This is an optimization exercise on Yosys and OpenROAD, whose aim is small area, not a production implementation.
Function was checked by simulation only, so behaviour that the tests miss may differ from the original.
The clock cells of runs 1, 2 and 4 to 8 come from the design's own scripts or RTL, not from TritonCTS.
The flow treats the clock pin as an ideal source. Dropping or thinning the clock tree relies on that and would not hold on a real chip.
Power is estimated from default activity; no workload was simulated.

==> config.mk <==
export PLATFORM = sky130hd
export DESIGN_NAME = example
export DESIGN_NICKNAME = example
export VERILOG_FILES = /design/flow/design.v
export SDC_FILE = /design/flow/constraint.sdc
export NUM_CORES = 4
export LEC_CHECK = 0
export CAP_MARGIN = 20
export CORE_MARGIN = 2
export CORE_UTILIZATION = 40
export SLEW_MARGIN = 20
==> constraint.sdc <==
create_clock -name core_clock -period 10.0 [get_ports {clk}]
set_input_delay 2.0000 -clock core_clock [delete_from_list [all_inputs] [get_ports {clk}]]
set_output_delay 2.0000 -clock core_clock [all_outputs]
set_load 0.01 [all_outputs]
==> design.v <==
module example(input wire clk,output reg a,output tog,input fl,input start,input reset ,input B0,input B9,input B1,input B2,input B3,input B4,input B5,input B6,input B7,input B8,output leda,output ledb,output ledc,output ledd,output lede,output ledf,output ledg);
assign tog=1'b0;
assign leda=1'b0;
assign ledb=1'b0;
assign ledc=1'b0;
assign ledd=1'b0;
assign lede=1'b0;
assign ledf=1'b0;
assign ledg=1'b0;
reg [7:0] delay1;                              
reg [2:0] count;                               
reg [5:0] tmp_hour, tmp_minute, tmp_second;    
reg [5:0] f_hour, f_minute, f_second;          
wire entry = fl & ~start;
wire cnt   = start & ~fl;
wire run   = fl ^ start;
wire hi0    = ~(delay1[7] | delay1[6]);
wire tick_e = entry & hi0 & (delay1[5:0] == 6'd26);
wire tick_c = cnt   & hi0 & (delay1[5:0] == 6'd39);
wire       clr_d = reset | tick_e | tick_c;
wire [7:0] d_inc = delay1 + {7'd0, run};
always @(posedge clk) delay1 <= clr_d ? 8'd0 : d_inc;
wire p01 = B0 | B1, p23 = B2 | B3, p45 = B4 | B5, p67 = B6 | B7, p89 = B8 | B9;
wire x01 = B0 ^ B1, x23 = B2 ^ B3, x45 = B4 ^ B5, x67 = B6 ^ B7, x89 = B8 ^ B9;
wire m01 = B0 & B1, m23 = B2 & B3, m45 = B4 & B5, m67 = B6 & B7, m89 = B8 & B9;
wire dbl = m01 | m23 | m45 | m67 | m89;
wire lo_any = p01 | p23, lo_two = p01 & p23;
wire mid_any = p45 | p67, mid_two = p45 & p67;
wire cnt4_any = lo_any | mid_any, cnt4_two = lo_two | mid_two | (lo_any & mid_any);
wire one = ~dbl & ~cnt4_two & (cnt4_any ^ p89);
wire [3:0] d;
assign d[0] = B1 | B3 | B5 | B7 | B9;
assign d[1] = p23 | p67;
assign d[2] = p45 | p67;
assign d[3] = p89;
wire accept = tick_e & one & ~(count[2] & count[1]);
always @(posedge clk)
  if (reset) count <= 3'd0;
  else if (accept) count <= count + 3'd1;
wire [3:0] cur = ({4{~count[2] & ~count[1]}} & tmp_hour[3:0]) | ({4{~count[2]}} & tmp_minute[3:0]) | tmp_second[3:0];
wire [5:0] nv  = {cur[2:0],3'b000} + {1'b0,cur,1'b0} + {2'b00,d};
wire [5:0] nvz = nv & {6{~reset}};
wire ld_h = reset | (accept & ~count[2] & ~count[1]);
wire ld_m = reset | (accept & count[1]);
wire ld_s = reset | (accept & count[2]);
always @(posedge clk) begin
  if (ld_h) tmp_hour   <= nvz;
  if (ld_m) tmp_minute <= nvz;
  if (ld_s) tmp_second <= nvz;
end
wire match  = (f_second == tmp_second) & (f_minute == tmp_minute) & (f_hour == tmp_hour);
wire s_wrap = (f_second == 6'd58);
wire m_wrap = (f_minute == 6'd58);
always @(posedge clk)
  a <= ~reset & (a ^ (accept | (tick_c & match)));
wire clr_f = reset | entry;
wire [5:0] s_inc = f_second + {5'd0, tick_c};
wire       cs    = tick_c & s_wrap;
wire [5:0] m_inc = f_minute + {5'd0, cs};
wire       cm    = cs & m_wrap;
wire [5:0] h_inc = f_hour + {5'd0, cm};
always @(posedge clk) begin
  f_second <= (clr_f | cs) ? 6'd0 : s_inc;
  f_minute <= (clr_f | cm) ? 6'd0 : m_inc;
  f_hour   <= clr_f ? 6'd0 : h_inc;
end
endmodule
==> flow/run.sh <==
#!/bin/bash
# Own layout flow: the standard synthesis, then an area-oriented ABC remap of the
# combinational logic only (flip-flops keep their cells and names), then the
# standard ORFS layout with small port buffers and a flat clock tree (post_cts.tcl).
set -euo pipefail
here=$(pwd)
R=$here/orfs/results/$FLOW_PLATFORM/example/base

bash standard.sh synth > "$here/log_synth.txt" 2>&1

cp "$R/1_2_yosys.v" "$here/std_netlist.v"
# eight remaps with different ABC seeds, four at a time; keep the smallest
SEEDS="1 2 3 4 5 6 7 8"
for seed in $SEEDS; do
  if [[ $seed == 5 ]]; then wait; fi
  sed "s/@SEED@/$seed/" "$here/flow/remap.abc.in" > "$here/remap_$seed.abc"
  LIB=$FLOW_HOME/platforms/$FLOW_PLATFORM/lib/sky130_fd_sc_hd__tt_025C_1v80.lib \
  IN="$here/std_netlist.v" OUT="$here/remap_$seed.v" ABCSCRIPT="$here/remap_$seed.abc" \
    yosys -c "$here/flow/remap.tcl" > "$here/log_remap_$seed.txt" 2>&1 &
done
wait
best=$(for seed in $SEEDS; do
  area=$(grep -o "Chip area for module '.example': [0-9.]*" "$here/remap_$seed.v.stat" 2>/dev/null | awk '{print $NF}' || true)
  if [[ -n "$area" && -s "$here/remap_$seed.v" ]]; then printf '%s %s\n' "$area" $seed; fi
done | sort -n | head -1 | awk '{print $2}')
echo "remap: seed $best chosen" > "$here/log_remap_choice.txt"
cat "$here"/remap_*.v.stat | grep "Chip area" >> "$here/log_remap_choice.txt"
cp "$here/remap_$best.v" "$here/remap_netlist.v"
cp "$here/remap_netlist.v" "$R/1_2_yosys.v"
rm -f "$R/1_synth.odb" "$R/1_synth.sdc"

bash standard.sh \
  "BUFFER_PORTS_ARGS=-buffer_cell sky130_fd_sc_hd__buf_1" \
  "CTS_ARGS=$(cat "$here/flow/cts_args.txt")" \
  "POST_CTS_TCL=$here/flow/post_cts.tcl" \
  "SKIP_REPAIR_TIE_FANOUT=1" \
  finish > "$here/log_layout.txt" 2>&1
==> flow/cts_args.txt <==
-sink_clustering_enable -repair_clock_nets -buf_list sky130_fd_sc_hd__clkbuf_8 -root_buf sky130_fd_sc_hd__clkbuf_8 -dont_use_dummy_load
==> flow/post_cts.tcl <==
# Replace the clock tree that CTS built with a flat one: the clock port drives NB
# clock buffers, each driving one group of flip-flops close to it (k-means on the
# flip-flop positions). Every flip-flop then sees the same single buffer stage.
set NB 4
set BUFCELL sky130_fd_sc_hd__buf_4
set block [ord::get_db_block]
set db [ord::get_db]
set clknet [[$block findBTerm clk] getNet]

# flip-flop clock pins
set sinks {}
foreach inst [$block getInsts] {
  if {[[$inst getMaster] isSequential]} {
    set it [$inst findITerm CLK]
    lassign [$inst getLocation] x y
    lappend sinks [list $it $x $y]
  }
}
# the tree CTS built: every buffer reached from the clock port through clock nets
set front [list $clknet]
set old_insts {}
set old_nets {}
while {[llength $front]} {
  set net [lindex $front 0]
  set front [lrange $front 1 end]
  foreach it [$net getITerms] {
    set inst [$it getInst]
    if {[[$inst getMaster] isSequential]} { continue }
    if {[$it isOutputSignal]} { continue }
    lappend old_insts $inst
    foreach o [$inst getITerms] {
      if {[$o isOutputSignal] && [$o getNet] ne "NULL"} {
        lappend old_nets [$o getNet]
        lappend front [$o getNet]
      }
    }
  }
}
foreach s $sinks { [lindex $s 0] disconnect }
foreach inst $old_insts { odb::dbInst_destroy $inst }
foreach net [lsort -unique $old_nets] { odb::dbNet_destroy $net }

# k-means on the flip-flop positions
set n [llength $sinks]
set sorted [lsort -integer -index 1 $sinks]
set cents {}
for {set g 0} {$g < $NB} {incr g} {
  set s [lindex $sorted [expr {int(($g + 0.5) * $n / $NB)}]]
  lappend cents [list [lindex $s 1] [lindex $s 2]]
}
for {set iter 0} {$iter < 20} {incr iter} {
  set groups {}
  for {set g 0} {$g < $NB} {incr g} { lappend groups {} }
  foreach s $sinks {
    set best 0; set bd 1e30
    for {set g 0} {$g < $NB} {incr g} {
      lassign [lindex $cents $g] cx cy
      set d [expr {abs([lindex $s 1] - $cx) + abs([lindex $s 2] - $cy)}]
      if {$d < $bd} { set bd $d; set best $g }
    }
    lset groups $best [concat [lindex $groups $best] [list $s]]
  }
  set cents {}
  foreach grp $groups {
    set sx 0; set sy 0
    foreach s $grp { set sx [expr {$sx + [lindex $s 1]}]; set sy [expr {$sy + [lindex $s 2]}] }
    set k [expr {max(1, [llength $grp])}]
    lappend cents [list [expr {int($sx / $k)}] [expr {int($sy / $k)}]]
  }
}
set master [$db findMaster $BUFCELL]
set g 0
foreach grp $groups cent $cents {
  if {![llength $grp]} { continue }
  set buf [odb::dbInst_create $block $master "clkbuf_flat_$g"]
  $buf setLocation {*}$cent
  $buf setPlacementStatus PLACED
  set net [odb::dbNet_create $block "clknet_flat_$g"]
  $net setSigType CLOCK
  [$buf findITerm A] connect $clknet
  [$buf findITerm X] connect $net
  foreach s $grp { [lindex $s 0] connect $net }
  puts "flat clock tree: buffer $g drives [llength $grp] flip-flops"
  incr g
}
detailed_placement
check_placement -verbose
estimate_parasitics -placement
==> flow/remap.abc.in <==
strash
&get -n
&deepsyn -T 30 -S @SEED@
&put
dch -f
amap
topo
==> flow/remap.tcl <==
# Remap the combinational cells of the standard synthesis netlist for area.
yosys read_liberty -ignore_miss_func $::env(LIB)
yosys read_verilog $::env(IN)
yosys hierarchy -top example
# keep the flip-flops as they are (cell and instance name)
yosys setattr -mod -set keep_hierarchy 1 sky130_fd_sc_hd__*df*
yosys flatten
yosys opt_clean
yosys stat
set dont {}
foreach c {probe_p_8 probec_p_8 lpflow_*} { lappend dont -dont_use sky130_fd_sc_hd__$c }
yosys abc -liberty $::env(LIB) {*}$dont -script $::env(ABCSCRIPT)
yosys opt_clean -purge
# one tie cell drives all the constant outputs
yosys hilomap -singleton -hicell sky130_fd_sc_hd__conb_1 HI -locell sky130_fd_sc_hd__conb_1 LO
yosys opt_clean -purge
yosys blackbox =sky130_fd_sc_hd__*
yosys tee -o $::env(OUT).stat stat -liberty $::env(LIB)
yosys write_verilog -noattr -nohex -nodec $::env(OUT)
==> standard.sh <==
#!/bin/bash
# synth_recipe.tcl (not shown) runs the flow's synth.tcl, then flattens the netlist and writes it again
# the make line also repeats each setting of config.mk as NAME=value (left out here)
make -C /OpenROAD-flow-scripts/flow DESIGN_CONFIG=/design/flow/config.mk WORK_HOME=/design/flow/orfs CLKGATE_MAP_FILE= SYNTH_SCRIPT=/design/flow/synth_recipe.tcl "${@:-finish}"
==> results list, run 1 <==
- Register-to-register setup slack: 6.88 ns
- Counting tap cells, the placed design contains a total of 338 instances.
* Number of warning messages in the yosys log: 1
* GRT Util Overall: 15.4%
- Post-detailed-placement half-perimeter wirelength: 3430 um
* Combined area of all synthesized cells: 2180 um^2
- The placed instances occupy a cell area of 2320 um^2.
- The clock drives 48 sinks.
* Unrepaired setup endpoints after global routing: no
- Tightest hold margin: 0.459 ns
* Drt pass-1 iters: 4
* Worst vdd ir: 0.0000695 V
- Final GP Congestion: 0.828
* Final setup fails: 0
* Syn-to-layout area delta: 7.80%
* Setup crit end kind: flop
- In the routed design, unresolved DRC markers number 0.
* Synth Net Count: 268
- Timing would allow up to 203 MHz.
- Worst endpoint required time: 9.78 ns
- The critical path runs through a total of 8 cells.
* Measured slew at the worst slew-check pin: 0.997 ns
- Counting cells, the worst reg-to-reg path comes to 6.
- The library cell used most frequently in the layout, excluding fill and tap cells, is nor2_1.
* Area of the core: 5170 um^2
- Detailed-route vias per instance: 5.13
- After routing, the total negative slack on setup checks comes to 0 ns.
- The first global-routing pass estimated 7330 um of wire.
- I/O pin count: 23
- Walking the worst path, the cells encountered are buf_1 > nor2_1 > nand2_1 > nor2_1 > o221ai_1 > a2111oi_0 > o21ai_0 > o21ai_0.
* Final instance count without filler cells: 342
- Dividing the detail-routed wire length by the instance count gives 12.5 um.
- The floorplan step defined a die boundary enclosing 6060 um^2.
- PD cells: 134 nW/um^2
- The number of global-route vias before repair is 1576.
- Number of cells on the worst hold path: 2
* Least setup slack across all paths after layout: 5.09 ns
- Die boundary width: 77.9 um
* Diodes inserted: 0
* Count of pins over their slew limit: 0
* Detailed Route Iter0 Violations: 79
- Total number of placement rows: 26
- Reg-to-Reg Start: delay1[7]
- Max-cap violations in this run came to 0.
* Chip height: 77.9 um
- The total overflow left after global routing is 0.
* DR vias: 1755
- The critical path is of the in -> reg type.
* Worst hold path type: reg -> reg
- Along the worst path, the maximum fanout reaches 7.
- Pin count of the biggest net entering global routing: 16
* Gate count after technology mapping: 254
- # nets final: 288
* Final critical-path required period: 4.91 ns
- Static power due to leakage: 0.729 nW
- Setup clock skew after layout: 0.0308 ns
* Clock network latency to the later pin of the worst-skew pair: 0.15 ns
* Layout cells sized above 1: 1.47%
- Endpoint with the worst hold slack: count[0]
- In this run the tightest slew margin relative to its limit is 32.8%.
* Top cell family by delay on the critical path: compound AO/OA/AOI/OAI gates
- Slowest cell on the critical path: o21ai_0
- Buffers & Inverters on Critical Path: 1
- Count of input and output buffers: 14
- Routed Wire Length: 4260 um
- After routing the design area is 2350 um^2.
- Status: no timing/DRC/antenna violations
- Leaving out fill and tap cells, the most frequent cells in the layout are 47 x nor2_1, 30 x dfxtp_1, 29 x clkinv_1, 29 x nand2_1, 22 x a211oi_1.
- The number of antenna violations at the first check in global routing is 0.
* Terminus of the critical flop-to-flop path: tmp_minute[5]
- Place WS: 4.98 ns
- Arr. time, crit path: 4.69 ns
* Average instance area after synthesis: 8.59 um^2
* Hold Vio Cnt, Final: 0
- In this run the most critical hold path is launched from count[0].
- The detail route stage leaves a number of antenna-violating nets equal to 0.
- STA classifies the critical path startpoint as an input pin.
- Clock-pin slew was measured on the worst setup and hold paths at 0.10 ns.
- Starting Density: 42.2%
- Fill cell count: 486
- Of the available clock period, the critical path in the final layout requires 49.1%.
- For this run, the slowest stage of the critical path takes 0.88 ns.
-- sequential cells by signal, indices dropped and copies added (netlist names) --
signal / count
f_minute: 6
tmp_second: 6
f_hour: 6
count: 3
tmp_hour: 6
tmp_minute: 6
delay1: 8
f_second: 6
a: 1
-- worst max-delay path by stage --
stage / from / endpoint / slack [ns]
6_report: B7 / tmp_minute[5] / 5.09
2_1_floorplan: start / f_hour[5] / 5.60
3_5_place_dp: start / tmp_minute[3] / 4.98
3_3_place_gp: start / tmp_minute[3] / 4.94
5_1_grt: start / tmp_minute[5] / 4.62
-- power by group --
part | total, mW | switching, mW | internal [mW] | leakage, nW
Clock | 0.0649 | 0.0438 | 0.0211 | 0.0192
Sequential | 0.217 | 0.00453 | 0.212 | 0.425
Combinational | 0.0334 | 0.0218 | 0.0116 | 0.285
Total | 0.315 | 0.0701 | 0.245 | 0.729
-- worst min-delay path, cell delays in order, from the launching register on --
cell	delay [ns]
dfxtp_1	0.31
clkinv_1	0.05
a21oi_1	0.05
-- through the flow --
stage | utilization, % | total power, mW
6_report | 45.5 | 0.315
5_1_grt | 45.5 | 0.332
3_5_place_dp | 44.9 | 0.255
3_3_place_gp | 44.9 | 0.254
2_1_floorplan | - | 0.244
-- per-layer routing --
layer / wire length, um / part of all wire [%] / global-route usage (%)
met1: 2180 / 51 / 21.4
met2: 1820 / 43 / 23.3
met3: 195 / 4.6 / 3.95
met4: 67 / 1.6 / 4.82
met5: 0 / 0 / 0
-- cell type report --
| cell class | count | area, um^2 | share of cell area [%] |
|---|---|---|---|
| Inverter | 29 | 109 | 4.63 |
| Buffer | 4 | 30.0 | 1.28 |
| Sequential cell | 48 | 1140 | 48.5 |
| Timing Repair Buffer | 14 | 52.6 | 2.23 |
| Multi-Input combinational cell | 177 | 932 | 39.6 |
| Tap cell | 70 | 87.6 | 3.72 |
==> inputs of run 2 (changes only) <==
--- a/design.v
+++ b/design.v
@@ -39,15 +39,17 @@
   else if (accept) count <= count + 3'd1;
 wire [3:0] cur = ({4{~count[2] & ~count[1]}} & tmp_hour[3:0]) | ({4{~count[2]}} & tmp_minute[3:0]) | tmp_second[3:0];
 wire [5:0] nv  = {cur[2:0],3'b000} + {1'b0,cur,1'b0} + {2'b00,d};
-wire [5:0] nvz = nv & {6{~reset}};
-wire ld_h = reset | (accept & ~count[2] & ~count[1]);
-wire ld_m = reset | (accept & count[1]);
-wire ld_s = reset | (accept & count[2]);
-always @(posedge clk) begin
-  if (ld_h) tmp_hour   <= nvz;
-  if (ld_m) tmp_minute <= nvz;
-  if (ld_s) tmp_second <= nvz;
-end
+wire ld_h = accept & ~count[2] & ~count[1];
+wire ld_m = accept & count[1];
+wire ld_s = accept & count[2];
+always @(posedge clk)
+  if (reset) begin
+    tmp_hour <= 6'd0; tmp_minute <= 6'd0; tmp_second <= 6'd0;
+  end else begin
+    if (ld_h) tmp_hour   <= nv;
+    if (ld_m) tmp_minute <= nv;
+    if (ld_s) tmp_second <= nv;
+  end
 wire match  = (f_second == tmp_second) & (f_minute == tmp_minute) & (f_hour == tmp_hour);
 wire s_wrap = (f_second == 6'd58);
 wire m_wrap = (f_minute == 6'd58);
--- a/flow/run.sh
+++ b/flow/run.sh
@@ -1,7 +1,7 @@
 #!/bin/bash
 # Own layout flow: the standard synthesis, then an area-oriented ABC remap of the
 # combinational logic only (flip-flops keep their cells and names), then the
-# standard ORFS layout with small port buffers and a flat clock tree (post_cts.tcl).
+# standard ORFS layout with small port buffers and a flat, slew-sized clock tree (post_cts.tcl).
 set -euo pipefail
 here=$(pwd)
 R=$here/orfs/results/$FLOW_PLATFORM/example/base
==> flow/post_cts.tcl (replaced) <==
# Replace the clock tree that CTS built with a flat one: the clock port drives NB
# buffers, each driving an equal share of the flip-flops that lie close to it
# (k-means with a cap on the group size). Each buffer is then sized up until the
# estimated clock slew at its flip-flops is at most SLEW_LIMIT.
set NB 4
set SIZES {sky130_fd_sc_hd__buf_4 sky130_fd_sc_hd__buf_6 sky130_fd_sc_hd__buf_8 sky130_fd_sc_hd__clkbuf_16}
set SLEW_LIMIT 0.105
set block [ord::get_db_block]
set db [ord::get_db]
set clknet [[$block findBTerm clk] getNet]

set sinks {}
foreach inst [$block getInsts] {
  if {[[$inst getMaster] isSequential]} {
    set it [$inst findITerm CLK]
    lassign [$inst getLocation] x y
    lappend sinks [list $it $x $y [$inst getName]]
  }
}
# the tree CTS built: every buffer reached from the clock port through clock nets
set front [list $clknet]
set old_insts {}
set old_nets {}
while {[llength $front]} {
  set net [lindex $front 0]
  set front [lrange $front 1 end]
  foreach it [$net getITerms] {
    set inst [$it getInst]
    if {[[$inst getMaster] isSequential]} { continue }
    if {[$it isOutputSignal]} { continue }
    lappend old_insts $inst
    foreach o [$inst getITerms] {
      if {[$o isOutputSignal] && [$o getNet] ne "NULL"} {
        lappend old_nets [$o getNet]
        lappend front [$o getNet]
      }
    }
  }
}
foreach s $sinks { [lindex $s 0] disconnect }
foreach inst [lsort -unique $old_insts] { odb::dbInst_destroy $inst }
foreach net [lsort -unique $old_nets] { odb::dbNet_destroy $net }

# k-means with capped group sizes
set n [llength $sinks]
set cap [expr {($n + $NB - 1) / $NB}]
set sorted [lsort -integer -index 1 $sinks]
set cents {}
for {set g 0} {$g < $NB} {incr g} {
  set s [lindex $sorted [expr {int(($g + 0.5) * $n / $NB)}]]
  lappend cents [list [lindex $s 1] [lindex $s 2]]
}
for {set iter 0} {$iter < 30} {incr iter} {
  set pairs {}
  set i 0
  foreach s $sinks {
    for {set g 0} {$g < $NB} {incr g} {
      lassign [lindex $cents $g] cx cy
      lappend pairs [list [expr {abs([lindex $s 1] - $cx) + abs([lindex $s 2] - $cy)}] $i $g]
    }
    incr i
  }
  set pairs [lsort -integer -index 0 $pairs]
  set assign [lrepeat $n -1]
  set size [lrepeat $NB 0]
  foreach p $pairs {
    lassign $p d i g
    if {[lindex $assign $i] >= 0 || [lindex $size $g] >= $cap} { continue }
    lset assign $i $g
    lset size $g [expr {[lindex $size $g] + 1}]
  }
  set groups [lrepeat $NB {}]
  set i 0
  foreach s $sinks {
    set g [lindex $assign $i]
    lset groups $g [concat [lindex $groups $g] [list $s]]
    incr i
  }
  set cents {}
  foreach grp $groups {
    set sx 0; set sy 0
    foreach s $grp { set sx [expr {$sx + [lindex $s 1]}]; set sy [expr {$sy + [lindex $s 2]}] }
    set k [expr {max(1, [llength $grp])}]
    lappend cents [list [expr {int($sx / $k)}] [expr {int($sy / $k)}]]
  }
}
set bufs {}
set g 0
foreach grp $groups cent $cents {
  if {![llength $grp]} { continue }
  set buf [odb::dbInst_create $block [$db findMaster [lindex $SIZES 0]] "clkbuf_flat_$g"]
  $buf setLocation {*}$cent
  $buf setPlacementStatus PLACED
  set net [odb::dbNet_create $block "clknet_flat_$g"]
  $net setSigType CLOCK
  [$buf findITerm A] connect $clknet
  [$buf findITerm X] connect $net
  foreach s $grp { [lindex $s 0] connect $net }
  lappend bufs [list $buf 0 $grp]
  incr g
}
detailed_placement
estimate_parasitics -placement

proc group_slew {grp} {
  set mx 0
  foreach s $grp {
    set sl [get_property [get_pins "[lindex $s 3]/CLK"] slew_max]
    if {$sl > $mx} { set mx $sl }
  }
  return $mx
}
for {set round 0} {$round < 4} {incr round} {
  set changed 0
  set nb {}
  foreach b $bufs {
    lassign $b buf si grp
    set sl [group_slew $grp]
    if {$sl > $SLEW_LIMIT && $si + 1 < [llength $SIZES]} {
      incr si
      $buf swapMaster [$db findMaster [lindex $SIZES $si]]
      set changed 1
    }
    lappend nb [list $buf $si $grp]
  }
  set bufs $nb
  if {!$changed} { break }
  detailed_placement
  estimate_parasitics -placement
}
foreach b $bufs {
  lassign $b buf si grp
  puts "flat clock tree: [$buf getName] ([lindex $SIZES $si]) drives [llength $grp] flip-flops, estimated slew [format %.1f [expr {[group_slew $grp] * 1e3}]] ps"
}
check_placement -verbose
==> run 2 against run 1 <==
Maximum frequency up 3.1%. Flip-flop and latch count unchanged. Register-to-register slack better by 0.13 ns. Wire length up 18%. Global-route usage up 2.2 points. Combinational power down 55%. Via count up 13%. Die area down 1.3%. Sequential share of layout area down 7.4 points. Largest power group unchanged. Highest routed layer unchanged.
==> results list, run 2 <==
- Status: no timing/DRC/antenna violations
- The y dimension of the die was 77.4 um (-0.66%).
* Diodes inserted: 0 (unchanged)
- STA classifies the critical path startpoint as an input pin.
- Sequential cell area: 961 um^2 (-16%)
* Worst vdd ir: 0.0000710 V (+2.2%)
* Measured slew at the worst slew-check pin: 0.781 ns (-0.216 ns)
- Die area: 5980 um^2 (-1.3%)
* Share of the cycle needed by the critical path after routing: 47.7% (-1.5 points)
- Final TNS setup: 0 ns (unchanged)
- The yosys synthesis warning count was 1 (unchanged).
* Clock tree sinks: 48 (unchanged)
* # nets final: 314 (+9.0%)
- DR vias: 1987 (+13%)
- Hold Vio Cnt, Final: 0 (unchanged)
* Drt pass-1 iters: 4 (unchanged)
* WL per Instance: 13.6 um (+9.5%)
- The number of antenna violations at the first check in global routing came to 0 (unchanged).
- Area of combinational cells with multiple inputs: 1030 um^2 (+11%)
* Max-cap violations: 0 (unchanged)
- Cell area after placement: 2290 um^2 (-1.3%)
* Detailed-route vias per instance: 5.40 (+5.2%)
* Final core utilization: 45.5% (about the same)
- Post-route cell area: 2340 um^2 (-0.64%)
* Syn-to-layout area delta: 8.60%
- The final-report max-slew violation count was 0 (unchanged).
- Layout cells sized above 1: 1.34% (-0.13 points)
* Most frequent cells in the layout: 48 x dfxtp_1, 42 x clkinv_1, 38 x nor2_1
- Top reg by flops: delay1
* Gate count after technology mapping: 280 (+10%)
- Final GP Congestion: 0.814 (-1.7%)
- The critical path required time is 10.03 ns (+0.25 ns).
* Fill cell count: 561 (+15%)
- Setup crit end kind: flop
- The number of core rows came to 26 (unchanged).
* Pin count of the biggest net entering global routing: 14 (-2)
- The library cell used most frequently in the layout, excluding fill and tap cells, is dfxtp_1.
- Top fanout value on the critical path: 6 (-1)
- I/O pin count: 23 (unchanged)
* Synth Net Count: 294 (+9.7%)
* Area of the core: 5140 um^2 (-0.63%)
- Setup repair after global routing left no endpoint under its margin.
* Least setup slack across all paths after layout: 5.23 ns (+0.148 ns)
- Die boundary width: 77.4 um (-0.66%)
* Place WS: 5.11 ns (+0.125 ns)
- Critical path class: in -> reg
- The tightest min-delay check is of the reg -> reg type.
- The static power due to leakage was 0.727 nW (-0.21%).
- The slack of the worst reg-to-reg path was 7.01 ns (+0.13 ns).
- Post-detailed-placement half-perimeter wirelength: 3980 um (+16%)
* Combined area of all synthesized cells: 2150 um^2 (-1.4%)
- Clock Pin Slew Worst Setup and Hold Paths: 0.08 ns (-0.02 ns)
- The power per unit of standard cell area came to 123 nW/um^2 (-8.0%).
- Final antenna-violating net count: 0 (unchanged)
- Routed Wire Length: 5020 um (+18%)
* Max FFs per register: 8 (unchanged)
- The upper clock frequency limit was 210 MHz (+3.1%).
* Starting Density: 41.9% (-0.32 points)
- The final critical-path required period was 4.77 ns (-0.148 ns).
- The all-layer global routing usage is 17.5% (+2.2 points).
- Final routed DRC violation total: 0 (unchanged)
- Count of input and output buffers: 14 (unchanged)
- The power consumption was 0.288 mW (-8.6%).
* Average instance area after synthesis: 7.69 um^2 (-11%)
- Worst slew margin relative to its limit: 47.4% (+15 points)
- The signal arrival time at the worst endpoint was 4.80 ns (+0.11 ns).
- Clock network latency to the later pin of the worst-skew pair: 0.12 ns (-0.03 ns)
- The number of endpoints failing setup at the final stage was 0 (unchanged).
* Detailed Route Iter0 Violations: 98 (+24%)
- The number of global-route vias before repair is 1792 (+14%).
- Wire length of the first global-routing pass: 8560 um (+17%)
- The post-route clock skew is 0.00648 ns (-0.0243 ns).
- Grt total ovfl: 0 (unchanged)
[run 2: cell types whose count changed in the layout (fill, tap and decap cells not counted), moves of 3 or more]
| cell | delta |
|---|---|
| o22ai_1 | +24 |
| dfxtp_1 | +18 |
| edfxtp_1 | -18 |
| clkinv_1 | +13 |
| nor2_1 | -9 |
| a211oi_1 | -6 |
| nand3_1 | +5 |
| buf_4 | -4 |
| buf_6 | +4 |
| a221o_1 | -3 |
| nand2_1 | -3 |
| nor3_1 | +3 |
| o21ai_0 | -3 |
| or2_0 | +3 |
[run 2: cell type report]
class / count / area share (%)
multi-input combinational: 190 / 44.2
sequential: 48 / 41.1
inverter: 42 / 6.75
tap: 70 / 3.75
timing repair buffer: 14 / 2.25
buffer: 4 / 1.93
[run 2: per-layer routing]
metal / routed length, um / vias up / part of all wire [%] / track usage (%)
met3: 175 / 6 / 3.5 / 2.67
li1: - / 1066 / - / -
met2: 2240 / 34 / 45 / 27.4
met1: 2540 / 881 / 51 / 25.5
met4: 55 / 0 / 1.1 / 4.11
met5: 0 / - / 0 / 0
[run 2: worst paths after layout]
| check | depth (start not counted) | from | to |
|---|---|---|---|
| worst min-delay path | 1 | delay1[7] | delay1[7] |
| worst max register to register | 12 | delay1[3] | f_hour[5] |
| worst min register to register | 1 | delay1[7] | delay1[7] |
| worst max-delay path | 18 | start | f_hour[5] |
[run 2: where the power goes]
group	total (mW)	internal [mW]	switching, mW	leakage (nW)
Clock	0.0804	0.0320	0.0484	0.0242
Combinational	0.0149	0.00419	0.0107	0.316
Sequential	0.192	0.192	0.000398	0.387
Total	0.288	0.228	0.0595	0.727
[run 2: through the flow]
stage                     hold WS [ns]  cells
final                            0.466    368
after global routing             0.523    368
after detailed placement         0.448    364
after global placement           0.451    364
after floorplan                  0.429    280
[run 2: worst max-delay path, stage by stage]
cell and delay [ns]:
buf_1 0.07, clkinv_1 0.05, nand2_1 0.12, o21ai_0 0.13
nand2_1 0.11, nor2_1 0.16, nand2_1 0.13, nor3_1 0.34
nand4_1 0.23, nor4_1 0.32, clkinv_1 0.14, nor2_1 0.18
nand2_1 0.12, nor2_1 0.17, nand2_1 0.13, nor2_1 0.18
nor2_1 0.06, a211oi_1 0.15
==> inputs of run 3 (changes only) <==
--- a/flow/run.sh
+++ b/flow/run.sh
@@ -9,10 +9,10 @@
 bash standard.sh synth > "$here/log_synth.txt" 2>&1
 
 cp "$R/1_2_yosys.v" "$here/std_netlist.v"
-# eight remaps with different ABC seeds, four at a time; keep the smallest
-SEEDS="1 2 3 4 5 6 7 8"
+# sixteen remaps with different ABC seeds, four at a time; keep the smallest
+SEEDS="1 2 3 4 5 6 7 8 9 10 11 12 13 14 15 16"
 for seed in $SEEDS; do
-  if [[ $seed == 5 ]]; then wait; fi
+  if (( seed > 1 && seed % 4 == 1 )); then wait; fi
   sed "s/@SEED@/$seed/" "$here/flow/remap.abc.in" > "$here/remap_$seed.abc"
   LIB=$FLOW_HOME/platforms/$FLOW_PLATFORM/lib/sky130_fd_sc_hd__tt_025C_1v80.lib \
   IN="$here/std_netlist.v" OUT="$here/remap_$seed.v" ABCSCRIPT="$here/remap_$seed.abc" \
--- a/flow/post_cts.tcl
+++ b/flow/post_cts.tcl
@@ -4,7 +4,7 @@
 # estimated clock slew at its flip-flops is at most SLEW_LIMIT.
 set NB 4
 set SIZES {sky130_fd_sc_hd__buf_4 sky130_fd_sc_hd__buf_6 sky130_fd_sc_hd__buf_8 sky130_fd_sc_hd__clkbuf_16}
-set SLEW_LIMIT 0.105
+set SLEW_LIMIT 0.115
 set block [ord::get_db_block]
 set db [ord::get_db]
 set clknet [[$block findBTerm clk] getNet]
--- a/config.mk
+++ b/config.mk
@@ -7,5 +7,5 @@
 export LEC_CHECK = 0
 export CAP_MARGIN = 20
 export CORE_MARGIN = 2
-export CORE_UTILIZATION = 40
+export CORE_UTILIZATION = 80
 export SLEW_MARGIN = 20
==> run 3 against run 2 <==
Synthesized cell count is the same. Area after synthesis is the same. The run now fails in global placement.
==> results list, run 3 <==
- Average instance area after synthesis: 7.69 um^2 (unchanged)
- The number of core rows came to 18 (-31%).
- The y dimension of the die is 55.9 um (-28%).
* Synth Net Count: 294 (unchanged)
- The starting density of the core was 85.3% (+43 points).
* Number of warning messages in the yosys log: 1 (unchanged)
- The flow did not finish.
- The first error in the log reads "[ERROR GPL-0301] Utilization 101.788 % exceeds 100%".
- The number of instances in the synthesized netlist was 280 (unchanged).
- Last flow stage reached: global placement
- Die boundary width: 55.9 um (-28%)
* Combined area of all synthesized cells: 2150 um^2 (unchanged)
- I/O pin count: 23 (unchanged)
- The number of buffers added on ports came to 14 (unchanged).
==> inputs of run 4 (changes only) <==
--- a/config.mk
+++ b/config.mk
@@ -7,5 +7,5 @@
 export LEC_CHECK = 0
 export CAP_MARGIN = 20
 export CORE_MARGIN = 2
-export CORE_UTILIZATION = 80
+export CORE_UTILIZATION = 40
 export SLEW_MARGIN = 20
==> run 4 against run 3 <==
The run now finishes clean. Synthesized cell count is the same. Area after synthesis unchanged.
==> results list, run 4 <==
- The flow ran to the end and the layout has no timing, DRC or antenna violations.
* Final GP Congestion: 0.814
- Setup violations remaining at the end of the flow were counted as 0.
- The number of antenna violations at the first check in global routing is 0.
* Number of global-route vias before repair: 1792
- Count of pins over their slew limit: 0
* Detailed Route Iter0 Violations: 108
- Clock tree sinks: 48
- The library cell used most frequently in the layout, excluding fill and tap cells, is dfxtp_1.
- Layout cells sized above 1: 1.34%
- Of the total power, combinational logic draws 5.2%.
- The routed design has 5030 um of wire.
- Clock Pin Slew Worst Setup and Hold Paths: 0.08 ns
* Net Sw Frac: 21.1%
* Met1 routed wirelength after detailed routing: 2560 um
- The floorplan step defined a core boundary enclosing 5140 um^2.
- The register with the most flip-flops in the layout has 8 of them.
- Critical Path Sink: f_hour[5]
- The layout has 563 filler cells.
- Cell depth of the worst flop-to-flop path: 12
- After detailed routing, the number of vias per cell comes to 5.41.
* Least setup slack across all paths after layout: 5.22 ns
- Register-to-register setup slack: 6.95 ns
* Worst endpoint required time: 10.03 ns
- The starting density of the core is 41.9% (-43 points).
- Reg-to-Reg Start: delay1[3]
* Gate count after technology mapping: 280 (unchanged)
* Static power due to leakage: 0.726 nW
- Average instance area after synthesis: 7.69 um^2 (unchanged)
* Syn-to-layout area delta: 8.43%
- The internal portion of the total power is 0.225 mW.
* Post-route cell area: 2330 um^2
- Drt pass-1 iters: 4
* DR vias: 1990
- Critical path class: in -> reg
- Final routed DRC violation total: 0
- Wire segments on met2 add up to 2250 um in the final route.
- For the worst-skew pair, the clock arrives at the later sink with an insertion delay of 0.15 ns.
- Terminus of the critical flop-to-flop path: f_hour[5]
- Sequential cell area: 961 um^2
- STA classifies the critical path endpoint as a flop.
- The clock network burns 27.4% of the power.
- Cell area after placement: 2290 um^2
* Unrepaired setup endpoints after global routing: no
- Most frequent cells in the layout: 48 x dfxtp_1, 42 x clkinv_1, 38 x nor2_1
- Grt total ovfl: 0
- Chip height: 77.4 um (+38%)
- The cell area after synthesis was 2150 um^2 (unchanged).
- Final TNS setup: 0 ns
- Hold Vio Cnt, Final: 0
* WL per Instance: 13.7 um
* Die boundary width: 77.4 um (+38%)
* Detailed route wirelength on metal3: 172 um
- The routed design could run at a clock period as short as 4.78 ns.
* NetSw: 0.0601 mW
- Pin count of the biggest net entering global routing: 14
- The critical path starts at start.
* Share of the cycle needed by the critical path after routing: 47.8%
* Top reg by flops: delay1
- For this design the ratio of total power to cell area is 122 nW/um^2.
- Power share of the sequential group: 67.4%
* Synth Net Count: 294 (unchanged)
* Number of warning messages in the yosys log: 1 (unchanged)
- In the final layout, the multi-input gates occupy 1030 um^2.
- Of all nets on the critical path, the largest fanout is 6.
- The path class of the tightest hold or removal check is reg -> reg.
* # nets final: 314
* Diodes inserted: 0
- After legalization and detailed placement, the total HPWL measured 3980 um.
- CP Launch Type: input pin
* Worst slew margin relative to its limit: 47.4%
* GRT Util Overall: 17.5%
- The number of buffers added on ports is 14 (unchanged).
* Die area: 5980 um^2
* Top layer in use: met4
- The first global-routing pass estimated 8560 um of wire.
* Tightest hold margin: 0.468 ns
* I/O pin count: 23 (unchanged)
- Place WS: 5.11 ns
- The number of core rows is 26 (+8).
* Peak clock frequency supported by timing: 209 MHz
- Max-cap violations in this run came to 0.
- For the worst setup path, the data arrival time is 4.81 ns.
* Worst vdd ir: 0.0000711 V
* Final antenna-violating net count: 0
- Measured slew at the worst slew-check pin: 0.781 ns
- Setup clock skew after layout: 0.0368 ns
## run 4: layer usage
layer | vias to the layer above | global-route usage [%]
li1 | 1066 | -
met1 | 886 | 25.5
met2 | 32 | 27.4
met5 | - | 0
met3 | 6 | 2.67
met4 | 0 | 4.11
## run 4: critical path, stage by stage
cell and delay, ns:
buf_1 0.07, clkinv_1 0.05, nand2_1 0.12, o21ai_0 0.13
nand2_1 0.11, nor2_1 0.16, nand2_1 0.13, nor3_1 0.34
nand4_1 0.23, nor4_1 0.32, clkinv_1 0.14, nor2_1 0.18
nand2_1 0.12, nor2_1 0.17, nand2_1 0.13, nor2_1 0.18
nor2_1 0.06, a211oi_1 0.15
## run 4: cell type report
| class | count | share of cell area, % |
|---|---|---|
| buffer | 4 | 1.77 |
| inverter | 42 | 6.76 |
| multi-input combinational | 190 | 44.3 |
| sequential | 48 | 41.2 |
| tap | 70 | 3.75 |
| timing repair buffer | 14 | 2.25 |
## run 4: worst min path at each step
stage,depth (start not counted),to,slack [ns],start
floorplan,1,delay1[7],0.43,delay1[7]
global placement,2,a,0.45,a
detailed placement,1,delay1[7],0.45,delay1[7]
global route,2,a,0.52,a
finish,2,a,0.47,a
## run 4: power by group through the flow
stage          registers, mW  logic [mW]  clock network [mW]
6_report               0.192      0.0149              0.0783
5_1_grt                0.192      0.0169              0.0873
3_5_place_dp           0.197      0.0148                   0
2_1_floorplan          0.196     0.00945                   0
3_3_place_gp           0.197      0.0147                   0
## run 4: per-stage QoR
| stage | util (%) | cells | total power [mW] |
|---|---|---|---|
| global route | 45.4 | 368 | 0.297 |
| finish | 45.4 | 368 | 0.286 |
| detailed placement | 44.6 | 364 | 0.211 |
| floorplan | - | 280 | 0.206 |
| global placement | 44.6 | 364 | 0.211 |
==> inputs of run 5 (changes only) <==
--- a/config.mk
+++ b/config.mk
@@ -7,5 +7,5 @@
 export LEC_CHECK = 0
 export CAP_MARGIN = 20
 export CORE_MARGIN = 2
-export CORE_UTILIZATION = 40
+export CORE_UTILIZATION = 65
 export SLEW_MARGIN = 20
==> run 5 against run 4 <==
Combinational power about the same. Hold slack better by 0.013 ns. Die area shrank 37%. Register-to-register slack improved by 0.11 ns. Sequential power about the same. First-iteration DRC count up 36%. Wire length decreased by 5.2%. Clock power decreased by 9.3%. Global-route usage grew 9.7 points. Critical path depth down 1. Total power is 2.6% lower.
==> results list, run 5 <==
* Status: no timing/DRC/antenna violations
- Max-cap violations: 0 (unchanged)
* Commonest non-fill, non-tap cell in the layout: dfxtp_1
* Pin count of the biggest net entering global routing: 13 (-1)
- The total congestion overflow is 0 (unchanged).
- Combined area of all synthesized cells: 2140 um^2 (-0.70%)
- Critical path class: in -> reg
- The width of the die came to 61.3 um (-21%).
* Final antenna-violating net count: 0 (unchanged)
- Final GP Congestion: 0.899 (+10%)
* Clock tree sinks: 48 (unchanged)
- The all-layer global routing usage was 27.2% (+9.7 points).
* Share of the cycle needed by the critical path after routing: 46.7% (-1.0 points)
* Final TNS setup: 0 ns (unchanged)
- The number of antenna violations at the first check in global routing was 0 (unchanged).
- The cell that appears most often on the critical path is nor2_1.
- The number of instances in the synthesized netlist was 281 (+0.36%).
* DR vias: 1984 (-0.30%)
* Drt pass-1 iters: 4 (unchanged)
- I/O pin count: 23 (unchanged)
- Setup repair after global routing left no endpoint under its margin.
- The largest individual stage delay along the critical path comes from the cell nor4_1.
- Final setup fails: 0 (unchanged)
* Post-detailed-placement half-perimeter wirelength: 3690 um (-7.3%)
- The worst setup path is launched from an input pin.
- WL per Instance: 13.9 um (+1.4%)
- The worst setup path is captured at a flop.
* PD cells: 122 nW/um^2 (-0.55%)
- The count of inserted antenna diode cells was 0 (unchanged).
- Static power due to leakage: 0.733 nW (+0.99%)
- Die area: 3760 um^2 (-37%)
* Final Power: 0.278 mW (-2.6%)
* Measured slew at the worst slew-check pin: 0.831 ns (+0.0499 ns)
* Routed Wire Length: 4770 um (-5.2%)
- Peak clock frequency supported by timing: 214 MHz (+2.2%)
* Clock Pin Slew Worst Setup and Hold Paths: 0.10 ns (+0.02 ns)
- The starting density of the core came to 68.9% (+27 points).
- Worst vdd ir: 0.0000921 V (+30%)
* Total number of placement rows: 20 (-23%)
- The largest fanout of any net on the critical path came to 4 (-2).
- Number of warning messages in the yosys log: 1 (unchanged)
- The delay of the slowest cell on the worst path came to 0.31 ns (-0.03 ns).
- Average instance area after synthesis: 7.61 um^2 (-1.1%)
- Number of global-route vias before repair: 1715 (-4.3%)
- The post-synth net total is 295 (+0.34%).
- Counting flops per register, the top entry is delay1.
- The number of buffers added on ports is 14 (unchanged).
- The final net count came to 316 (+0.64%).
- Count of pins over their slew limit: 0 (unchanged)
- The min-delay analysis places its worst path in the category reg -> reg.
- The total DRC errors in the routed layout was 0 (unchanged).
* Arr. time, crit path: 4.71 ns (-0.10 ns)
- The core outline area was 3100 um^2 (-40%).
- Tightest hold margin: 0.481 ns (+0.0131 ns)
- Setup clock skew after layout: 0.0240 ns (-0.0128 ns)
- The headroom to the max-slew limit is 44.0% (-3.4 points).
- Worst endpoint required time: 10.04 ns (about the same)
- The critical path goes through buf_1 > clkinv_1 > o21ai_0 > nand2_1 > nor2_1 > nand2_1 > nor3_1 > nand4_1 > nor4_1 > clkinv_1 > nor2_1 > nand2_1 > nor2_1 > nand2_1 > nor2_1 > nor2_1 > a211oi_1.
- The clock latency on the worst-skew pair was 0.14 ns (about the same).
- Detailed-route vias per instance: 5.77 (+6.7%)
* Max FFs per register: 8 (unchanged)
* Final critical-path required period: 4.67 ns (-0.105 ns)
- The initial detailed-routing violation count is 147 (+36%).
* Syn-to-layout area delta: 6.97%
- Most frequent cells in the layout: 48 x dfxtp_1, 43 x nor2_1, 41 x clkinv_1
* Chip height: 61.3 um (-21%)
- The wire length of the first global-routing pass was 7560 um (-12%).
- Hold Vio Cnt, Final: 0 (unchanged)
* Layout cells sized above 1: 1.67% (+0.32 points)
[run 5: metal layers]
metal  global-route usage, %  vias up  wire length (um)
li1                        -     1060                 -
met1                    38.5      877              2430
met2                    43.2       33              2050
met3                    3.36       14               179
met4                    9.73        0               106
met5                       0        -                 0
[run 5: worst max-delay path: cells and delay by family]
family	cells	cell delay, ns
buffers and inverters	3	0.30
AND/OR/NAND/NOR	12	2.05
AO/OA/AOI/OAI	2	0.37
[run 5: stage by stage]
| stage | setup WS (ns) | instance area (um^2) | std cells | util (%) |
|---|---|---|---|---|
| after floorplan | 5.48 | 2140 | 281 | - |
| after global placement | 5.40 | 2250 | 340 | 72.6 |
| after detailed placement | 5.23 | 2250 | 340 | 72.6 |
| after global routing | 4.68 | 2290 | 344 | 73.7 |
| final | 5.33 | 2290 | 344 | 73.7 |
[run 5: area by class of cell]
type	count	area [um^2]
fillers	280	817
flip-flops and latches	48	961
inverters	41	154
well taps	44	55.1
multi-input cells	192	1020
repair buffers	15	60.1
plain buffers	4	33.8
[run 5: worst paths after layout]
check | cells past startpoint | from | to | slack [ns]
min | 1 | delay1[7] | delay1[7] | 0.48
min reg2reg | 1 | delay1[7] | delay1[7] | 0.48
max reg2reg | 12 | delay1[3] | f_hour[5] | 7.06
max | 17 | start | f_hour[5] | 5.33
[run 5: report_power, final]
part           internal, mW  leakage (nW)  switching, mW
Sequential            0.192         0.387       0.000436
Clock                0.0239        0.0205         0.0472
Combinational       0.00432         0.326         0.0106
==> inputs of run 6 (changes only) <==
--- a/flow/run.sh
+++ b/flow/run.sh
@@ -9,11 +9,14 @@
 bash standard.sh synth > "$here/log_synth.txt" 2>&1
 
 cp "$R/1_2_yosys.v" "$here/std_netlist.v"
-# sixteen remaps with different ABC seeds, four at a time; keep the smallest
+# sixteen remaps (ABC seeds 1-8, each with a 15 s and a 30 s budget), four at a
+# time; keep the smallest
 SEEDS="1 2 3 4 5 6 7 8 9 10 11 12 13 14 15 16"
 for seed in $SEEDS; do
   if (( seed > 1 && seed % 4 == 1 )); then wait; fi
-  sed "s/@SEED@/$seed/" "$here/flow/remap.abc.in" > "$here/remap_$seed.abc"
+  abcseed=$(( (seed - 1) % 8 + 1 ))
+  budget=$(( seed <= 8 ? 15 : 30 ))
+  sed -e "s/@SEED@/$abcseed/" -e "s/@T@/$budget/" "$here/flow/remap.abc.in" > "$here/remap_$seed.abc"
   LIB=$FLOW_HOME/platforms/$FLOW_PLATFORM/lib/sky130_fd_sc_hd__tt_025C_1v80.lib \
   IN="$here/std_netlist.v" OUT="$here/remap_$seed.v" ABCSCRIPT="$here/remap_$seed.abc" \
     yosys -c "$here/flow/remap.tcl" > "$here/log_remap_$seed.txt" 2>&1 &
==> flow/remap.abc.in (replaced) <==
strash
&get -n
&deepsyn -T @T@ -S @SEED@
&put
dch -f
amap
topo
==> run 6 against run 5 <==
Hold slack got worse by 0.013 ns. Register-to-register slack worse by 0.09 ns. Combinational power shrank 5%. Largest power group unchanged.
==> results list, run 6 <==
- The flow ran to the end and the layout has no timing, DRC or antenna violations.
- Power share of the sequential group: 70.4% (+1.3 points)
- The number of routed nets with antenna violations was 0 (unchanged).
* Total number of placement rows: 20 (unchanged)
- Fraction of met2 tracks used by global routing: 46.7% (+3.5 points)
- I/O pin count: 23 (unchanged)
- The y dimension of the die is 61.4 um (about the same).
* Static power due to leakage: 0.724 nW (-1.2%)
- Syn-to-layout area delta: 6.43%
* Drt pass-1 iters: 4 (unchanged)
* Most frequent cells in the layout: 49 x nor2_1, 48 x dfxtp_1, 41 x clkinv_1
* Average instance area after synthesis: 7.53 um^2 (-0.94%)
- Final GP Congestion: 0.869 (-3.3%)
* Measured slew at the worst slew-check pin: 0.821 ns (-0.00956 ns)
- The max-capacitance violation count came to 0 (unchanged).
* Final critical-path required period: 4.83 ns (+0.158 ns)
- The starting density of the core is 69.0% (+0.081 points).
* Worst vdd ir: 0.0000981 V (+6.5%)
- Hold Vio Cnt, Final: 0 (unchanged)
- met2 is the most crowded layer.
- The post-synth net total is 298 (+1.0%).
- Detailed Route Iter0 Violations: 129 (-12%)
* Proportion of power drawn by combinational gates: 5.2% (-0.2 points)
- Final setup fails: 0 (unchanged)
- Top fanout value on the critical path: 4 (unchanged)
* Tightest hold margin: 0.468 ns (-0.0132 ns)
- The signal arrival time at the worst endpoint came to 4.90 ns (+0.19 ns).
- The count of inserted antenna diode cells was 0 (unchanged).
- Max FFs per register: 8 (unchanged)
* Post-route cell area: 2280 um^2 (-0.38%)
* Clock tree sinks: 48 (unchanged)
* Internal power: 0.217 mW (-1.4%)
- The final sum of negative setup slack was 0 ns (unchanged).
- The total DRC errors in the routed layout is 0 (unchanged).
* Routed Wire Length: 4500 um (-5.7%)
* # nets final: 318 (+0.63%)
* Count of pins over their slew limit: 0 (unchanged)
- The clock latency on the worst-skew pair is 0.14 ns (about the same).
* Commonest non-fill, non-tap cell in the layout: nor2_1
* Worst slew margin relative to its limit: 44.5% (+0.45 points)
- The met1 track utilization from global routing came to 34.3% (-4.2 points).
* NetSw: 0.0561 mW (-3.7%)
* Part of the power in the clock network: 24.4% (-1.1 points)
- STA classifies the critical path startpoint as an input pin.
* Worst hold path type: reg -> reg
* Share of the cycle needed by the critical path after routing: 48.3% (+1.6 points)
- The number of buffers added on ports came to 14 (unchanged).
- The width of the die came to 61.4 um (about the same).
- Peak clock frequency supported by timing: 207 MHz (-3.3%)
* Final Power: 0.273 mW (-1.9%)
- Combined area of all synthesized cells: 2140 um^2 (+0.12%)
* Worst endpoint required time: 10.07 ns (+0.03 ns)
- The power per unit of standard cell area was 120 nW/um^2 (-1.5%).
- More flip-flops sit in one register than any other, and that register is delay1.
- The pin count of the biggest net entering global routing is 13 (unchanged).
- Final core utilization: 73.4% (-0.28 points)
- The post-placement cell area is 2250 um^2 (-0.22%).
- Die area: 3770 um^2 (about the same)
* Met3 track demand over resource in global routing: 4.41% (+1.1 points)
* Net Sw Frac: 20.5% (-0.38 points)
- The final routed wire length divided by cell count came to 13.0 um (-6.2%).
* Number of global-route vias before repair: 1755 (+2.3%)
* Layout cells sized above 1: 1.32% (-0.34 points)
- Setup clock skew after layout: 0.00306 ns (-0.0209 ns)
- The number of antenna violations at the first check in global routing is 0 (unchanged).
* Gate count after technology mapping: 284 (+1.1%)
* Clock Pin Slew Worst Setup and Hold Paths: 0.10 ns (about the same)
- The all-layer global routing usage was 27.2% (-0.071 points).
- The wire length of the first global-routing pass is 7550 um (-0.19%).
- Area of the core: 3100 um^2 (unchanged)
* Post-detailed-placement half-perimeter wirelength: 3640 um (-1.3%)
- Number of warning messages in the yosys log: 1 (unchanged)
- Grt total ovfl: 0 (unchanged)
- DR vias: 1992 (+0.40%)
* Setup crit end kind: flop
- Detailed-route vias per instance: 5.76 (-0.18%)
* Critical path class: in -> reg
- Setup repair after global routing left no endpoint under its margin.
[run 6: final timing paths]
| check | depth (start not counted) | slack (ns) | end | from |
|---|---|---|---|---|
| worst max-delay path | 17 | 5.17 | f_hour[5] | start |
| worst min-delay path | 1 | 0.47 | count[0] | count[0] |
| worst max register to register | 12 | 6.97 | f_hour[5] | delay1[3] |
| worst min register to register | 1 | 0.47 | count[0] | count[0] |
[run 6: power groups by stage]
stage | registers (mW) | clock network (mW) | logic [mW]
3_3_place_gp | 0.197 | 0 | 0.0140
3_5_place_dp | 0.197 | 0 | 0.0141
6_report | 0.192 | 0.0667 | 0.0141
5_1_grt | 0.192 | 0.0748 | 0.0164
2_1_floorplan | 0.196 | 0 | 0.00929
[run 6: critical path, stage by stage]
cell,delay (ns)
buf_1,0.08
clkinv_1,0.08
o21ai_0,0.23
nand2_1,0.13
nor2_1,0.17
nand2_1,0.13
nor3_1,0.33
nand4_1,0.28
nor4_1,0.36
clkinv_1,0.15
nor2_1,0.17
nand2_1,0.10
nor2_1,0.16
nand2_1,0.11
nor2_1,0.19
nor2_1,0.07
a211oi_1,0.15
[run 6: stage by stage]
step	worst slack [ns]	std cells
global placement	5.36	342
finish	5.17	346
global route	4.72	346
detailed placement	5.06	342
floorplan	5.68	284
[run 6: layout make-up]
cell class,count,area (um^2)
buffer,4,30.0
multi-input combinational,195,1020
fill,263,826
timing repair buffer,14,52.6
inverter,41,154
tap,44,55.1
sequential,48,961
[run 6: metal layers]
layer  routed length, um  share of wire (%)
met2                2160                 48
met5                   0                  0
met1                2060                 46
met4                 117                2.6
met3                 162                3.6
==> inputs of run 7 (changes only) <==
--- a/flow/run.sh
+++ b/flow/run.sh
@@ -9,13 +9,13 @@
 bash standard.sh synth > "$here/log_synth.txt" 2>&1
 
 cp "$R/1_2_yosys.v" "$here/std_netlist.v"
-# sixteen remaps (ABC seeds 1-8, each with a 15 s and a 30 s budget), four at a
-# time; keep the smallest
-SEEDS="1 2 3 4 5 6 7 8 9 10 11 12 13 14 15 16"
+# twenty-four remaps (ABC seeds 1-8, each with a 10 s, 15 s and 30 s budget), four
+# at a time; keep the smallest
+SEEDS="$(seq -s ' ' 1 24)"
 for seed in $SEEDS; do
   if (( seed > 1 && seed % 4 == 1 )); then wait; fi
   abcseed=$(( (seed - 1) % 8 + 1 ))
-  budget=$(( seed <= 8 ? 15 : 30 ))
+  budget=$(( seed <= 8 ? 15 : (seed <= 16 ? 30 : 10) ))
   sed -e "s/@SEED@/$abcseed/" -e "s/@T@/$budget/" "$here/flow/remap.abc.in" > "$here/remap_$seed.abc"
   LIB=$FLOW_HOME/platforms/$FLOW_PLATFORM/lib/sky130_fd_sc_hd__tt_025C_1v80.lib \
   IN="$here/std_netlist.v" OUT="$here/remap_$seed.v" ABCSCRIPT="$here/remap_$seed.abc" \
==> run 7 against run 6 <==
Die area unchanged. Critical endpoint unchanged. Total power stayed put. Still clean on timing, DRC and antenna. Critical path depth unchanged. Maximum frequency unchanged. Utilization stayed put. Global-route usage unchanged. Wire length stayed put. Sequential power barely moved. Final cell count unchanged.
==> results list, run 7 <==
* Final critical-path required period: 4.83 ns (unchanged)
* Cell type with the highest occurrence count on the critical path: nor2_1
* Proportion of power drawn by combinational gates: 5.2% (about the same)
* Least setup slack across all paths after layout: 5.17 ns (unchanged)
- Count of input and output buffers: 14 (unchanged)
- The floorplan die area came to 3770 um^2 (unchanged).
- Number of global-route vias before repair: 1755 (unchanged)
* WL per Instance: 13.0 um (unchanged)
* Final TNS setup: 0 ns (unchanged)
* Number of instances in the placed design: 342 (unchanged)
- Fill cell count: 263 (unchanged)
* Max FFs per register: 8 (unchanged)
* Most frequent cells in the layout: 49 x nor2_1, 48 x dfxtp_1, 41 x clkinv_1
- Hold Vio Cnt, Final: 0 (unchanged)
- Die boundary width: 61.4 um (unchanged)
* Total number of placement rows: 20 (unchanged)
- Final setup fails: 0 (unchanged)
* Gate count after technology mapping: 284 (unchanged)
- Final antenna-violating net count: 0 (unchanged)
- The met2 wire length is 2160 um (unchanged).
- Buffers & Inverters on Critical Path: 3 (unchanged)
* Arr. time, crit path: 4.90 ns (about the same)
* Detailed route wirelength on metal3: 162 um (unchanged)
* Grt total ovfl: 0 (unchanged)
* Share of the cycle needed by the critical path after routing: 48.3% (unchanged)
- Setup clock skew after layout: 0.00306 ns (unchanged)
* Top cell family by delay on the critical path: simple AND/OR/NAND/NOR gates
- Unrepaired setup endpoints after global routing: no
- Routed Wire Length: 4500 um (unchanged)
- Top layer in use: met4
- The final net count was 318 (unchanged).
- Final GP Congestion: 0.869 (unchanged)
- The max-capacitance violation count was 0 (unchanged).
- The worst slack at placement came to 5.06 ns (unchanged).
* Detailed Route Iter0 Violations: 129 (unchanged)
- Leaving out fill and tap cells, the most frequent cell in the layout is nor2_1.
* Setup crit end kind: flop
* Worst vdd ir: 0.0000981 V (unchanged)
- Ranked by flip-flop count, first place goes to delay1.
- Syn-to-layout area delta: 6.43% (unchanged)
* Worst slew margin relative to its limit: 44.5% (unchanged)
- Area of the core: 3100 um^2 (unchanged)
- Top fanout value on the critical path: 4 (unchanged)
* Internal power: 0.217 mW (unchanged)
- Layout cells sized above 1: 1.32% (unchanged)
- The all-layer global routing usage was 27.2% (unchanged).
- The wire length of the first global-routing pass is 7550 um (unchanged).
- List of cells traversed by the critical path: buf_1 > clkinv_1 > o21ai_0 > nand2_1 > nor2_1 > nand2_1 > nor3_1 > nand4_1 > nor4_1 > clkinv_1 > nor2_1 > nand2_1 > nor2_1 > nand2_1 > nor2_1 > nor2_1 > a211oi_1
- The starting density of the core came to 69.0% (unchanged).
- Static power due to leakage: 0.724 nW (unchanged)
* Average instance area after synthesis: 7.53 um^2 (unchanged)
- The total number of vias came to 1992 (unchanged).
- Clock tree sinks: 48 (unchanged)
- Final instance count without filler cells: 346 (unchanged)
- The clock-pin slew on the worst setup and hold paths came to 0.10 ns (about the same).
- The net switching power figure came to 0.0561 mW (unchanged).
- In this run the critical register-to-register path is launched from delay1[3].
- The portion of total power attributed to the clock network was 24.4% (about the same).
* Worst hold path type: reg -> reg
- The per-cell via count in the routed design came to 5.76 (unchanged).
* CP Launch Type: input pin
- Chip height: 61.4 um (unchanged)
- Tracing the worst setup path back leads to its startpoint at start.
- Net Sw Frac: 20.5% (unchanged)
- The boundary pin count came to 23 (unchanged).
- Antenna violations before repair: 0 (unchanged)
* Met1 routed wirelength after detailed routing: 2060 um (unchanged)
* Final routed DRC violation total: 0 (unchanged)
- Status: no timing/DRC/antenna violations
- The delay of the slowest cell on the worst path came to 0.36 ns (about the same).
- The slew at the pin with the worst max-slew slack is 0.821 ns (unchanged).
- PD cells: 120 nW/um^2 (unchanged)
- Diodes inserted: 0 (unchanged)
- The cell area after synthesis was 2140 um^2 (unchanged).
* Clock network latency to the later pin of the worst-skew pair: 0.14 ns (about the same)
- Peak clock frequency supported by timing: 207 MHz (unchanged)
- Pin count of the biggest net entering global routing: 13 (unchanged)
- Synth Net Count: 298 (unchanged)
- Worst endpoint required time: 10.07 ns (about the same)
* Number of warning messages in the yosys log: 1 (unchanged)
- The worst hold path begins at count[0].
- Count of pins over their slew limit: 0 (unchanged)
- Critical path class: in -> reg
* Drt pass-1 iters: 4 (unchanged)
* Power share of the sequential group: 70.4% (about the same)
- The detailed placer's ending HPWL came to 3640 um (unchanged).
- The slowest stage of the critical path is the nor4_1 cell.
run 7: worst paths after layout:
kind,end,depth (start not counted),slack (ns)
setup / recovery,f_hour[5],17,5.17
hold / removal,count[0],1,0.47
setup reg to reg,f_hour[5],12,6.97
hold reg to reg,count[0],1,0.47
run 7: stage by stage:
| step | power (mW) | util, % | hold WS, ns | instance area (um^2) |
|---|---|---|---|---|
| final | 0.273 | 73.4 | 0.468 | 2280 |
| after global routing | 0.283 | 73.4 | 0.485 | 2280 |
| after detailed placement | 0.211 | 72.4 | 0.454 | 2250 |
| after global placement | 0.211 | 72.4 | 0.446 | 2250 |
| after floorplan | 0.206 | - | 0.425 | 2140 |
run 7: layout make-up:
cell class                 instances  area [um^2]  share of cell area (%)
multi-input combinational        195         1020                    45.0
sequential                        48          961                    42.2
inverter                          41          154                    6.76
tap                               44         55.1                    2.42
timing repair buffer              14         52.6                    2.31
buffer                             4         30.0                    1.32
run 7: power groups by stage:
| stage | sequential, mW | combinational, mW | clock [mW] |
|---|---|---|---|
| after detailed placement | 0.197 | 0.0141 | 0 |
| final | 0.192 | 0.0141 | 0.0667 |
| after floorplan | 0.196 | 0.00929 | 0 |
| after global placement | 0.197 | 0.0140 | 0 |
| after global routing | 0.192 | 0.0164 | 0.0748 |
run 7: worst reg2reg max path: cells and delay by family, from the launching register on:
family	cells	cell delay [ns]
AND/OR/NAND/NOR	10	2.31
flip-flops	1	0.34
AO/OA/AOI/OAI	1	0.15
buffers and inverters	1	0.15
run 7: per-layer routing:
metal	up-vias	track usage, %
met5	-	0
met4	0	10.3
met3	11	4.41
met2	38	46.7
met1	882	34.3
li1	1061	-
==> inputs of run 8 (changes only) <==
--- a/design.v
+++ b/design.v
@@ -21,7 +21,6 @@
 wire [7:0] d_inc = delay1 + {7'd0, run};
 always @(posedge clk) delay1 <= clr_d ? 8'd0 : d_inc;
 wire p01 = B0 | B1, p23 = B2 | B3, p45 = B4 | B5, p67 = B6 | B7, p89 = B8 | B9;
-wire x01 = B0 ^ B1, x23 = B2 ^ B3, x45 = B4 ^ B5, x67 = B6 ^ B7, x89 = B8 ^ B9;
 wire m01 = B0 & B1, m23 = B2 & B3, m45 = B4 & B5, m67 = B6 & B7, m89 = B8 & B9;
 wire dbl = m01 | m23 | m45 | m67 | m89;
 wire lo_any = p01 | p23, lo_two = p01 & p23;
@@ -51,8 +50,8 @@
     if (ld_s) tmp_second <= nv;
   end
 wire match  = (f_second == tmp_second) & (f_minute == tmp_minute) & (f_hour == tmp_hour);
-wire s_wrap = (f_second == 6'd58);
-wire m_wrap = (f_minute == 6'd58);
+wire s_wrap = f_second[5] & f_second[4] & f_second[3] & f_second[1];
+wire m_wrap = f_minute[5] & f_minute[4] & f_minute[3] & f_minute[1];
 always @(posedge clk)
   a <= ~reset & (a ^ (accept | (tick_c & match)));
 wire clr_f = reset | entry;
==> run 8 against run 7 <==
Total power grew 1.8%. Final area shrank 0.27%. Still clean on timing, DRC and antenna. Utilization grew 0.39 points. Via count grew 0.40%. Maximum frequency shrank 5.1%. Area after synthesis shrank 0.47%. Final cell count shrank 3.2%. Largest power group unchanged. Setup slack lost 0.26 ns.
==> results list, run 8 <==
* Status: no timing/DRC/antenna violations
- Clock network latency to the later pin of the worst-skew pair: 0.14 ns (about the same)
- PD cells: 122 nW/um^2 (+2.1%)
- In the layout the commonest cells are 48 x dfxtp_1, 47 x nor2_1, 40 x clkinv_1.
- The number of endpoints failing setup at the final stage was 0 (unchanged).
- Place WS: 4.96 ns (-0.0943 ns)
- Count of pins over their slew limit: 0 (unchanged)
- Final TNS setup: 0 ns (unchanged)
* Routed Wire Length: 4890 um (+8.7%)
- CP Launch Type: input pin
- The number of global-route vias before repair is 1790 (+2.0%).
- The fraction of layout instances using a drive strength above 1 is 1.37% (+0.050 points).
- Worst endpoint required time: 10.02 ns (-0.05 ns)
- Worst vdd ir: 0.0000691 V (-30%)
* Reg-to-Reg Start: delay1[4]
- First element of the critical path: start
* Number of warning messages in the yosys log: 1 (unchanged)
- Worst slew margin relative to its limit: 44.2% (-0.30 points)
- The area growth from synthesis to layout is 6.64%.
* Pin count of the biggest net entering global routing: 13 (unchanged)
* Post-detailed-placement half-perimeter wirelength: 3680 um (+1.0%)
- The number of instances in the placed design is 331 (-3.2%).
- Launch point of the worst hold path: count[0]
- The per-cell via count in the routed design came to 5.97 (+3.7%).
- The share of the clock period used by the worst path came to 50.9% (+2.6 points).
* Final critical-path required period: 5.09 ns (+0.260 ns)
* Average instance area after synthesis: 7.80 um^2 (+3.5%)
- Die area: 3750 um^2 (-0.42%)
* Combined area of all synthesized cells: 2130 um^2 (-0.47%)
* Detailed Route Iter0 Violations: 175 (+36%)
* Commonest non-fill, non-tap cell in the layout: dfxtp_1
* Measured slew at the worst slew-check pin: 0.826 ns (+0.00450 ns)
* Static power due to leakage: 0.696 nW (-3.9%)
* Least setup slack across all paths after layout: 4.91 ns (-0.260 ns)
* DR vias: 2000 (+0.40%)
- WL per Instance: 14.6 um (+12%)
- Diodes inserted: 0 (unchanged)
- The total iterations of the first detailed-routing run is 4 (unchanged).
- The number of buffers added on ports is 14 (unchanged).
- The power consumption came to 0.278 mW (+1.8%).
- The width of the die came to 61.2 um (-0.21%).
- The upper clock frequency limit was 197 MHz (-5.1%).
* Unrepaired setup endpoints after global routing: no
- The all-layer global routing usage was 29.9% (+2.7 points).
- The final cell count without fillers came to 335 (-3.2%).
- Max FFs per register: 8 (unchanged)
- The number of antenna violations at the first check in global routing is 0 (unchanged).
- Setup clock skew after layout: 0.0251 ns (+0.0221 ns)
- The final net count came to 307 (-3.5%).
- The final RePlAce weighted congestion is 0.932 (+7.3%).
- The number of routed nets with antenna violations came to 0 (unchanged).
* Starting Density: 69.2% (+0.24 points)
- Wire length of the first global-routing pass: 8250 um (+9.2%)
* Clock tree sinks: 48 (unchanged)
- Critical path class: in -> reg
* Max-cap violations: 0 (unchanged)
- Worst hold path type: reg -> reg
- Chip height: 61.2 um (-0.21%)
* Arr. time, crit path: 5.11 ns (+0.21 ns)
* Area of the core: 3080 um^2 (-0.81%)
- Hold Vio Cnt, Final: 0 (unchanged)
- The boundary pin count came to 23 (unchanged).
- Gate count after technology mapping: 273 (-3.9%)
* Top reg by flops: delay1
- Clock Pin Slew Worst Setup and Hold Paths: 0.11 ns (about the same)
* Synth Net Count: 287 (-3.7%)
- STA classifies the critical path endpoint as a flop.
* Total number of placement rows: 20 (unchanged)
- Grt total ovfl: 0 (unchanged)
- Top fanout value on the critical path: 6 (+2)
* Final routed DRC violation total: 0 (unchanged)
run 8: changes by cell type in the layout (fill, tap and decap cells not counted), moves of 2 or more:
cell / change
o2111a_1: +4
nand3_1: -4
o21a_1: +2
nor2_1: -2
or2_0: +4
o22ai_1: -3
nand2_1: -4
o21ai_0: -4
a211oi_1: -3
a21oi_1: -4
run 8: cell type report:
type,instances,area [um^2]
multi-input cells,185,1020
flip-flops and latches,48,961
fillers,262,807
inverters,40,150
well taps,44,55.1
repair buffers,14,52.6
plain buffers,4,33.8
run 8: per-stage QoR:
step	util (%)	hold WS, ns	cell area, um^2
2_1_floorplan	-	0.433	2130
3_3_place_gp	72.7	0.443	2240
3_5_place_dp	72.7	0.447	2240
5_1_grt	73.8	0.513	2270
6_report	73.8	0.470	2270
run 8: worst max-delay path, stage by stage:
cell      delay [ns]
buf_1           0.07
clkinv_1        0.09
o21ai_0         0.23
nand2_1         0.12
nor2_1          0.17
nand2_1         0.13
nor4_1          0.41
nand4_1         0.33
or2_0           0.38
nor2_1          0.23
nand2_1         0.12
nor2_1          0.19
nand2_1         0.11
nor2_1          0.22
nor2_1          0.09
a211oi_1        0.23
run 8: report_power, final:
group	internal [mW]	leakage [nW]	switching [mW]
clock	0.0239	0.0205	0.0475
combinational	0.00400	0.289	0.0104
sequential	0.192	0.387	0.000281
total	0.220	0.696	0.0582
run 8: path summary, 6_finish.rpt:
kind              slack [ns]   endpoint  cells past startpoint
setup / recovery        4.91  f_hour[5]                     16
setup reg to reg        6.65  f_hour[5]                     11
hold / removal          0.47   count[0]                      1
hold reg to reg         0.47   count[0]                      1
run 8: routing by layer:
metal	track usage [%]	wire, um	vias to the layer above
li1	-	-	1028
met1	40.7	2260	915
met2	48.0	2320	52
met3	6.72	259	5
met4	7.76	52	0
met5	0	0	-

[port drivers added, routing unchanged]
Ports are ideal in the flow. The routed layouts listed here were re-timed in OpenROAD. Step 1: set_driving_cell puts a clkbuf_16 on clk and a buf_2 on each other input, an assumption about the parent block. Step 2 moves the port delays by t, midway between the first and last clock arrival at a register: inputs arrive t later, outputs are due t later. That takes back most of the time a late clock gives input paths. Three values: no drivers, after step 1, after step 2; two values: the first two.
run	t (ns)	setup slack, ns	latest minus earliest clock arrival (ns)
run 1	0.185	5.085 / 5.112 / 4.927	0.031 / 0.031
run 2	0.169	5.233 / 5.269 / 5.099	0.007 / 0.007
run 4	0.182	5.224 / 5.257 / 5.075	0.037 / 0.037
run 5	0.181	5.329 / 5.355 / 5.174	0.024 / 0.024
run 6	0.190	5.171 / 5.193 / 5.003	0.003 / 0.003
run 7	0.190	5.171 / 5.193 / 5.003	0.003 / 0.003
run 8	0.180	4.911 / 4.937 / 4.757	0.025 / 0.025
After both steps setup and hold are still met in every run listed.
